This design comes from an exercise in tuning for small area and a short achievable clock period on the open sky130 flow, not from production work.
The RTL was checked by simulation tests, not by an equivalence proof against the original design.
Power figures rest on the tool's default switching activity, not on a simulated workload.

==> trial 39: inputs <==
Design SingleCycle, start of the top module:
module SingleCycle(Clk, Rst, startPC, currentPC, instruction,
                   dMemAddr, dMemWData, dMemRead, dMemWrite, dMemRData);
   input Clk;
   input Rst;
   input [63:0] startPC;
   output [63:0] currentPC;
   input [31:0] instruction;
   output [63:0] dMemAddr;
   output [63:0] dMemWData;
   output dMemRead;
   output dMemWrite;
   input [63:0] dMemRData;
   reg [63:0] currentPC;
   wire [63:0] nextPC;
   wire [4:0] rd = instruction[4:0];
   wire [4:0] rn = instruction[9:5];
   wire [4:0] rm = instruction[20:16];
   wire IsLDUR, IsSTUR, IsCBZ, IsB, RegWrite;
   Control control(
      .OPCode(instruction[31:21]),
      .IsLDUR(IsLDUR), .IsSTUR(IsSTUR), .IsCBZ(IsCBZ), .IsB(IsB),
      .RegWrite(RegWrite)
   );
   wire SelMem, SelShift, SelOr, SelAnd, SelAdd, Sub, ShLeft, OrImm;
   ALUControl aluctl(
      .Instr(instruction),
      .SelMem(SelMem), .SelShift(SelShift), .SelOr(SelOr), .SelAnd(SelAnd),
      .SelAdd(SelAdd), .Sub(Sub), .ShLeft(ShLeft), .OrImm(OrImm)
   );
   wire [4*31-1:0] selA;
   wire [2*31-1:0] selB;
   wire [30:0] we;
   genvar r;
   generate
      for (r = 0; r < 4; r = r + 1) begin : deca
         Dec5 d(.A(rn), .Y(selA[31*r +: 31]));
      end
      for (r = 0; r < 2; r = r + 1) begin : decb
         DecB d(.Rd(rd), .Rm(rm), .UseRd(instruction[28]), .Y(selB[31*r +: 31]));
      end
      for (r = 0; r < 31; r = r + 1) begin : decw
         assign we[r]   = RegWrite & (rd == r);
      end
   endgenerate
   wire [63:0] Out1, Out1A, Out1An, Out2, Data;
   RegisterFile registers(
      .SelA(selA), .SelB(selB), .WE(we), .Data(Data),
      .Out1(Out1), .Out1A(Out1A), .Out1An(Out1An), .Out2(Out2), .Clk(Clk), .Rst(Rst)
   );
   ALU mainALU(
      .Out(Data), .R1(Out1), .R2(Out2), .Instr(instruction), .MemData(dMemRData),
      .SelMem(SelMem), .SelShift(SelShift), .SelOr(SelOr), .SelAnd(SelAnd),
      .SelAdd(SelAdd), .Sub(Sub), .ShLeft(ShLeft), .OrImm(OrImm)
   );
  ...
==> module ALU, before the edit <==
module ALU(Out, R1, R2, Instr, MemData, SelMem, SelShift, SelOr, SelAnd, SelAdd, Sub, ShLeft, OrImm);
input  [63:0] R1, R2, MemData;
input  [31:0] Instr;
input  SelMem, SelShift, SelOr, SelAnd, SelAdd, Sub, ShLeft, OrImm;
output [63:0] Out;
wire [63:0] b = R2 ^ {64{Sub}};
wire [63:0] sum;
BKAdd add(.A(R1), .B(b), .Ci(Sub), .S(sum));
wire [63:0] orb = OrImm ? {52'b0, Instr[21:10]} : R2;
wire [63:0] shout;
ShiftUnit shu(.X(R1), .Sh(Instr[15:10]), .Left(ShLeft), .Y(shout));
wire SelShL = SelShift &  ShLeft;
wire SelShR = SelShift & ~ShLeft;
function [63:0] rev;
	input [63:0] x;
	integer k;
	begin
		for (k = 0; k < 64; k = k + 1) rev[k] = x[63-k];
	end
endfunction
assign Out = ({64{SelMem}}   & MemData)
           | ({64{SelAdd}}   & sum)
           | ({64{SelAnd}}   & (R1 & R2))
           | ({64{SelOr}}    & (R1 | orb))
           | ({64{SelShR}}   & shout)
           | ({64{SelShL}}   & rev(shout));
endmodule
==> module BKAdd, before the edit <==
module BKAdd(A, B, Ci, S);
input  [63:0] A, B;
input  Ci;
output [63:0] S;
wire [63:0] p;
wire [64:0] c;
genvar j;
generate
   for (j = 0; j < 64; j = j + 1) begin : px
      XOR2 up(.A(A[j]), .B(B[j]), .Y(p[j]));
      XOR2 us(.A(p[j]), .B(c[j]), .Y(S[j]));
   end
endgenerate
BKCarry cy(.G(A & B), .P(p), .Ci(Ci), .C(c));
endmodule
clock: 18.0 ns
lec_check: 0
cap_margin: 30
core_margin: 2
core_utilization: 55
cts_buf_list: sky130_fd_sc_hd__clkbuf_8
place_density: 0.7
setup_slack_margin: 5
slew_margin: 30
synth_hierarchical: 1
tns_end_percent: 0
standard.sh (not shown) runs the stock make flow with config.mk's settings and CLKGATE_MAP_FILE= SYNTH_SCRIPT=/design/flow/synth_recipe.tcl, a recipe that flattens the netlist after the stock synthesis.
==> flow/flow/run.sh <==
#!/bin/bash
# Own flow: the standard layout (standard.sh: unchanged synthesis and
# steps, the standard flow's SDC and clock period) with two changes to how the layout is
# optimised:
#  - timing repair aims for a larger setup margin, so it keeps improving the
#    paths past the design's clock period;
#  - the port buffers are buf_2 instead of the delay cell buffer_ports picks
#    by default (every port still gets its buffer).
# The make output goes to layout.log; ORFS keeps each step's log under orfs/logs.
set -euo pipefail
cd "$(dirname "$0")/.."
MARGIN=${OWN_SETUP_MARGIN:-8}
sed -e "s/SETUP_SLACK_MARGIN=[^ ]*/SETUP_SLACK_MARGIN=${MARGIN}/" \
    -e "s/CLKGATE_MAP_FILE= /CLKGATE_MAP_FILE= 'BUFFER_PORTS_ARGS=-buffer_cell sky130_fd_sc_hd__buf_2' /" \
    standard.sh > own_standard.sh
grep -q "SETUP_SLACK_MARGIN=${MARGIN}" own_standard.sh
grep -q "BUFFER_PORTS_ARGS" own_standard.sh
bash own_standard.sh finish > layout.log 2>&1
test -s out/final.def
==> trial 2: changes against trial 39 <==
--- a/flow/design.v
+++ b/flow/design.v
@@ -32,10 +32,10 @@
 input  [31:0] Instr;
 input  SelMem, SelShift, SelOr, SelAnd, SelAdd, Sub, ShLeft, OrImm;
 output [63:0] Out;
-wire [63:0] b = R2 ^ {64{Sub}};
-wire [63:0] sum;
-BKAdd add(.A(R1), .B(b), .Ci(Sub), .S(sum));
 wire [63:0] orb = OrImm ? {52'b0, Instr[21:10]} : R2;
+wire [63:0] b = orb ^ {64{Sub}};
+wire [63:0] sum, g, p;
+BKAdd add(.A(R1), .B(b), .Ci(Sub), .S(sum), .G(g), .P(p));
 wire [63:0] shout;
 ShiftUnit shu(.X(R1), .Sh(Instr[15:10]), .Left(ShLeft), .Y(shout));
 wire SelShL = SelShift &  ShLeft;
@@ -49,8 +49,8 @@
 endfunction
 assign Out = ({64{SelMem}}   & MemData)
            | ({64{SelAdd}}   & sum)
-           | ({64{SelAnd}}   & (R1 & R2))
-           | ({64{SelOr}}    & (R1 | orb))
+           | ({64{SelAnd}}   & g)
+           | ({64{SelOr}}    & (g | p))
            | ({64{SelShR}}   & shout)
            | ({64{SelShL}}   & rev(shout));
 endmodule
@@ -84,11 +84,14 @@
 output Y;
 assign Y = ~(S ? A1 : A0);
 endmodule
-module BKAdd(A, B, Ci, S);
+module BKAdd(A, B, Ci, S, G, P);
 input  [63:0] A, B;
 input  Ci;
 output [63:0] S;
+output [63:0] G, P;	 
 wire [63:0] p;
+assign G = A & B;
+assign P = p;
 wire [64:0] c;
 genvar j;
 generate
@@ -97,7 +100,7 @@
       XOR2 us(.A(p[j]), .B(c[j]), .Y(S[j]));
    end
 endgenerate
-BKCarry cy(.G(A & B), .P(p), .Ci(Ci), .C(c));
+BKCarry cy(.G(G), .P(p), .Ci(Ci), .C(c));
 endmodule
 module BKCarry(G, P, Ci, C);
 input  [63:0] G, P;
==> flow/flow/run.sh (replaced) <==
#!/bin/bash
# Own flow: the standard layout (standard.sh: unchanged synthesis and
# steps, the standard flow's SDC and clock period) with two changes to how the layout is
# optimised:
#  - timing repair aims for a larger setup margin, so it keeps improving the
#    paths past the design's clock period;
#  - the port buffers are buf_1 instead of the delay cell buffer_ports picks
#    by default (every port still gets its buffer).
# The make output goes to layout.log; ORFS keeps each step's log under orfs/logs.
set -euo pipefail
cd "$(dirname "$0")/.."
MARGIN=${OWN_SETUP_MARGIN:-8}
sed -e "s/SETUP_SLACK_MARGIN=[^ ]*/SETUP_SLACK_MARGIN=${MARGIN}/" \
    -e "s/CLKGATE_MAP_FILE= /CLKGATE_MAP_FILE= 'BUFFER_PORTS_ARGS=-buffer_cell sky130_fd_sc_hd__buf_1' /" \
    standard.sh > own_standard.sh
grep -q "SETUP_SLACK_MARGIN=${MARGIN}" own_standard.sh
grep -q "BUFFER_PORTS_ARGS" own_standard.sh
bash own_standard.sh finish > layout.log 2>&1
test -s out/final.def
- CAP_MARGIN: 30 -> 20
- CORE_UTILIZATION: 55 -> 58
- CTS_BUF_LIST: sky130_fd_sc_hd__clkbuf_8 -> sky130_fd_sc_hd__clkbuf_16
- CTS_CLUSTER_DIAMETER: unset -> 85
- CTS_CLUSTER_SIZE: unset -> 22
- PLACE_DENSITY: 0.7 -> 0.72
- SLEW_MARGIN: 30 -> 20
==> trial 92: changes against trial 39 <==
--- a/flow/design.v
+++ b/flow/design.v
@@ -32,10 +32,10 @@
 input  [31:0] Instr;
 input  SelMem, SelShift, SelOr, SelAnd, SelAdd, Sub, ShLeft, OrImm;
 output [63:0] Out;
-wire [63:0] b = R2 ^ {64{Sub}};
-wire [63:0] sum;
-BKAdd add(.A(R1), .B(b), .Ci(Sub), .S(sum));
 wire [63:0] orb = OrImm ? {52'b0, Instr[21:10]} : R2;
+wire [63:0] b = orb ^ {64{Sub}};
+wire [63:0] sum, g, p;
+BKAdd add(.A(R1), .B(b), .Ci(Sub), .S(sum), .G(g), .P(p));
 wire [63:0] shout;
 ShiftUnit shu(.X(R1), .Sh(Instr[15:10]), .Left(ShLeft), .Y(shout));
 wire SelShL = SelShift &  ShLeft;
@@ -49,8 +49,8 @@
 endfunction
 assign Out = ({64{SelMem}}   & MemData)
            | ({64{SelAdd}}   & sum)
-           | ({64{SelAnd}}   & (R1 & R2))
-           | ({64{SelOr}}    & (R1 | orb))
+           | ({64{SelAnd}}   & g)
+           | ({64{SelOr}}    & (g | p))
            | ({64{SelShR}}   & shout)
            | ({64{SelShL}}   & rev(shout));
 endmodule
@@ -84,11 +84,14 @@
 output Y;
 assign Y = ~(S ? A1 : A0);
 endmodule
-module BKAdd(A, B, Ci, S);
+module BKAdd(A, B, Ci, S, G, P);
 input  [63:0] A, B;
 input  Ci;
 output [63:0] S;
+output [63:0] G, P;	 
 wire [63:0] p;
+assign G = A & B;
+assign P = p;
 wire [64:0] c;
 genvar j;
 generate
@@ -97,7 +100,7 @@
       XOR2 us(.A(p[j]), .B(c[j]), .Y(S[j]));
    end
 endgenerate
-BKCarry cy(.G(A & B), .P(p), .Ci(Ci), .C(c));
+BKCarry cy(.G(G), .P(p), .Ci(Ci), .C(c));
 endmodule
 module BKCarry(G, P, Ci, C);
 input  [63:0] G, P;
==> flow/run.sh (new file) <==
#!/bin/bash
# synth_recipe.tcl (not shown) runs the flow's synth.tcl, then flattens the netlist and writes it again
# the make line also repeats each setting of config.mk as NAME=value (left out here)
make -C /OpenROAD-flow-scripts/flow DESIGN_CONFIG=/design/flow/config.mk WORK_HOME=/design/flow/orfs CLKGATE_MAP_FILE= SYNTH_SCRIPT=/design/flow/synth_recipe.tcl finish
- CTS_BUF_LIST: sky130_fd_sc_hd__clkbuf_8 -> sky130_fd_sc_hd__clkbuf_16
- CTS_CLUSTER_DIAMETER: unset -> 85
- CTS_CLUSTER_SIZE: unset -> 22
removed: flow/flow/run.sh
removed: flow/standard.sh
==> build 76: changes against trial 39 <==
--- a/flow/design.v
+++ b/flow/design.v
@@ -32,10 +32,10 @@
 input  [31:0] Instr;
 input  SelMem, SelShift, SelOr, SelAnd, SelAdd, Sub, ShLeft, OrImm;
 output [63:0] Out;
-wire [63:0] b = R2 ^ {64{Sub}};
-wire [63:0] sum;
-BKAdd add(.A(R1), .B(b), .Ci(Sub), .S(sum));
 wire [63:0] orb = OrImm ? {52'b0, Instr[21:10]} : R2;
+wire [63:0] b = orb ^ {64{Sub}};
+wire [63:0] sum, g, p;
+BKAdd add(.A(R1), .B(b), .Ci(Sub), .S(sum), .G(g), .P(p));
 wire [63:0] shout;
 ShiftUnit shu(.X(R1), .Sh(Instr[15:10]), .Left(ShLeft), .Y(shout));
 wire SelShL = SelShift &  ShLeft;
@@ -49,8 +49,8 @@
 endfunction
 assign Out = ({64{SelMem}}   & MemData)
            | ({64{SelAdd}}   & sum)
-           | ({64{SelAnd}}   & (R1 & R2))
-           | ({64{SelOr}}    & (R1 | orb))
+           | ({64{SelAnd}}   & g)
+           | ({64{SelOr}}    & (g | p))
            | ({64{SelShR}}   & shout)
            | ({64{SelShL}}   & rev(shout));
 endmodule
@@ -84,11 +84,14 @@
 output Y;
 assign Y = ~(S ? A1 : A0);
 endmodule
-module BKAdd(A, B, Ci, S);
+module BKAdd(A, B, Ci, S, G, P);
 input  [63:0] A, B;
 input  Ci;
 output [63:0] S;
+output [63:0] G, P;	 
 wire [63:0] p;
+assign G = A & B;
+assign P = p;
 wire [64:0] c;
 genvar j;
 generate
@@ -97,7 +100,7 @@
       XOR2 us(.A(p[j]), .B(c[j]), .Y(S[j]));
    end
 endgenerate
-BKCarry cy(.G(A & B), .P(p), .Ci(Ci), .C(c));
+BKCarry cy(.G(G), .P(p), .Ci(Ci), .C(c));
 endmodule
 module BKCarry(G, P, Ci, C);
 input  [63:0] G, P;
==> flow/flow/run.sh (replaced) <==
#!/bin/bash
# Own flow: the standard layout (standard.sh: unchanged synthesis and
# steps, the standard flow's SDC and clock period) with two changes to how the layout is
# optimised:
#  - timing repair aims for a larger setup margin, so it keeps improving the
#    paths past the design's clock period;
#  - the port buffers are buf_1 instead of the delay cell buffer_ports picks
#    by default (every port still gets its buffer).
# The make output goes to layout.log; ORFS keeps each step's log under orfs/logs.
set -euo pipefail
cd "$(dirname "$0")/.."
MARGIN=${OWN_SETUP_MARGIN:-8}
sed -e "s/SETUP_SLACK_MARGIN=[^ ]*/SETUP_SLACK_MARGIN=${MARGIN}/" \
    -e "s/CLKGATE_MAP_FILE= /CLKGATE_MAP_FILE= 'BUFFER_PORTS_ARGS=-buffer_cell sky130_fd_sc_hd__buf_1' /" \
    standard.sh > own_standard.sh
grep -q "SETUP_SLACK_MARGIN=${MARGIN}" own_standard.sh
grep -q "BUFFER_PORTS_ARGS" own_standard.sh
bash own_standard.sh finish > layout.log 2>&1
test -s out/final.def
- CORE_UTILIZATION: 55 -> 60
- CTS_BUF_LIST: sky130_fd_sc_hd__clkbuf_8 -> sky130_fd_sc_hd__clkbuf_16
- CTS_CLUSTER_DIAMETER: unset -> 85
- CTS_CLUSTER_SIZE: unset -> 22
- PLACE_DENSITY: 0.7 -> 0.74
==> comparison <==
Clock-buffer cell count, lowest first: build 76, trial 2, trial 92, trial 39. Clock skew: trial 2 < build 76 < trial 92 < trial 39. Core utilization, lowest first: trial 92, trial 39, trial 2, build 76. Register-to-register slack: trial 2 > build 76 > trial 39 > trial 92. Global-route usage, lowest first: trial 39, trial 92, build 76, trial 2. The lowest clock power belongs to build 76, the highest to trial 39. Of trial 92 and build 76, build 76 has the higher fmax (gap 14%, measured against build 76). In sequential cell count, trial 39 and build 76 do not differ. In trial 2 the via count is higher than in trial 92, by about 4%.
==> figures <==
quantity	trial 2	trial 39	trial 92	build 76
Root Buffer Master	sky130_fd_sc_hd__clkbuf_16	sky130_fd_sc_hd__clkbuf_8	sky130_fd_sc_hd__clkbuf_16	sky130_fd_sc_hd__clkbuf_16
Number of core rows	151	156	155	149
Register-to-register setup slack	10,930 ps	10,770 ps	10,510 ps	10,880 ps
Peak ir drop on the vdd network	0.105 mV	0.0684 mV	0.100 mV	0.0877 mV
Most Frequent Cell on Critical Path	sky130_fd_sc_hd__nor2_1	sky130_fd_sc_hd__buf_4	-	-
Sum of buffers and inverters on the critical path	3	7	6	2
Share of the final layout cell area in sequential cells	53.6%	52.6%	54.9%	54.4%
Run status	finished clean	finished clean	finished clean	finished clean
Number of cells in the finished layout apart from fillers	10.4k	10.9k	10.2k	10.3k
End of the worst register-to-register path	currentPC[62]$_DFF_P_	currentPC[61]$_DFF_P_	currentPC[63]$_DFF_P_	currentPC[63]$_DFF_P_
First-pass GRT wire length	605,000 um	591,000 um	593,000 um	572,000 um
Layout non-clock buf frac	5.80%	4.80%	4.75%	5.14%
Area of the multi-input gates	0.0395 sq mm	0.0397 sq mm	0.0380 sq mm	0.0390 sq mm
Share of the final layout cell area in multi-input gates	34.8%	34.4%	34.2%	34.9%
Highest fanout seen on the critical path	17	18	33	17
Dpl cells	9,858	10.1k	10.0k	9,819
Clock network latency to the later pin of the worst-skew pair	840 ps	1170 ps	840 ps	830 ps
Launch instance of the worst register-to-register path	registers.rf[596]$_DFFE_PP_	registers.rf[774]$_DFFE_PP_	registers.rf[589]$_DFFE_PP_	registers.rf[791]$_DFFE_PP_
Count of inserted antenna diode cells	21	26	16	21
Clock buffers created by TritonCTS	113	346	116	108

separate check: timing with driven ports:
No port has a modelled driver above. Below, the same layouts with a new extraction and two added sets of constraints. Step 1: set_driving_cell puts a clkbuf_16 on Clk and a buf_2 on each other input, an assumption about the parent block. Step 2 moves the port delays by t, midway between the first and last clock arrival at a register: inputs arrive t later, outputs are due t later. That takes back most of the time a late clock gives input paths. a / b / c = no drivers / after step 1 / after step 2; a / b = the first two.
run	t, ns	slack for setup (ns)	latest minus earliest clock arrival (ns)	slew at the worst register clock pin (ns)	worst data-port slew with drivers (ns)
trial 39	1.223	6.669 / 6.458 / 5.659	0.069 / 0.068	0.07 / 0.07	0.25
trial 2	0.918	6.774 / 6.331 / 6.087	0.047 / 0.047	0.11 / 0.11	0.52
trial 92	0.909	4.989 / 4.946 / 4.625	0.065 / 0.064	0.10 / 0.10	0.15
build 76	0.903	6.818 / 6.532 / 6.096	0.055 / 0.055	0.10 / 0.10	0.31
After both steps every run listed still meets setup and hold. The setup slack of trial 39, which loses most, moves by -0.211 ns with the drivers and by -1.010 ns with both steps.
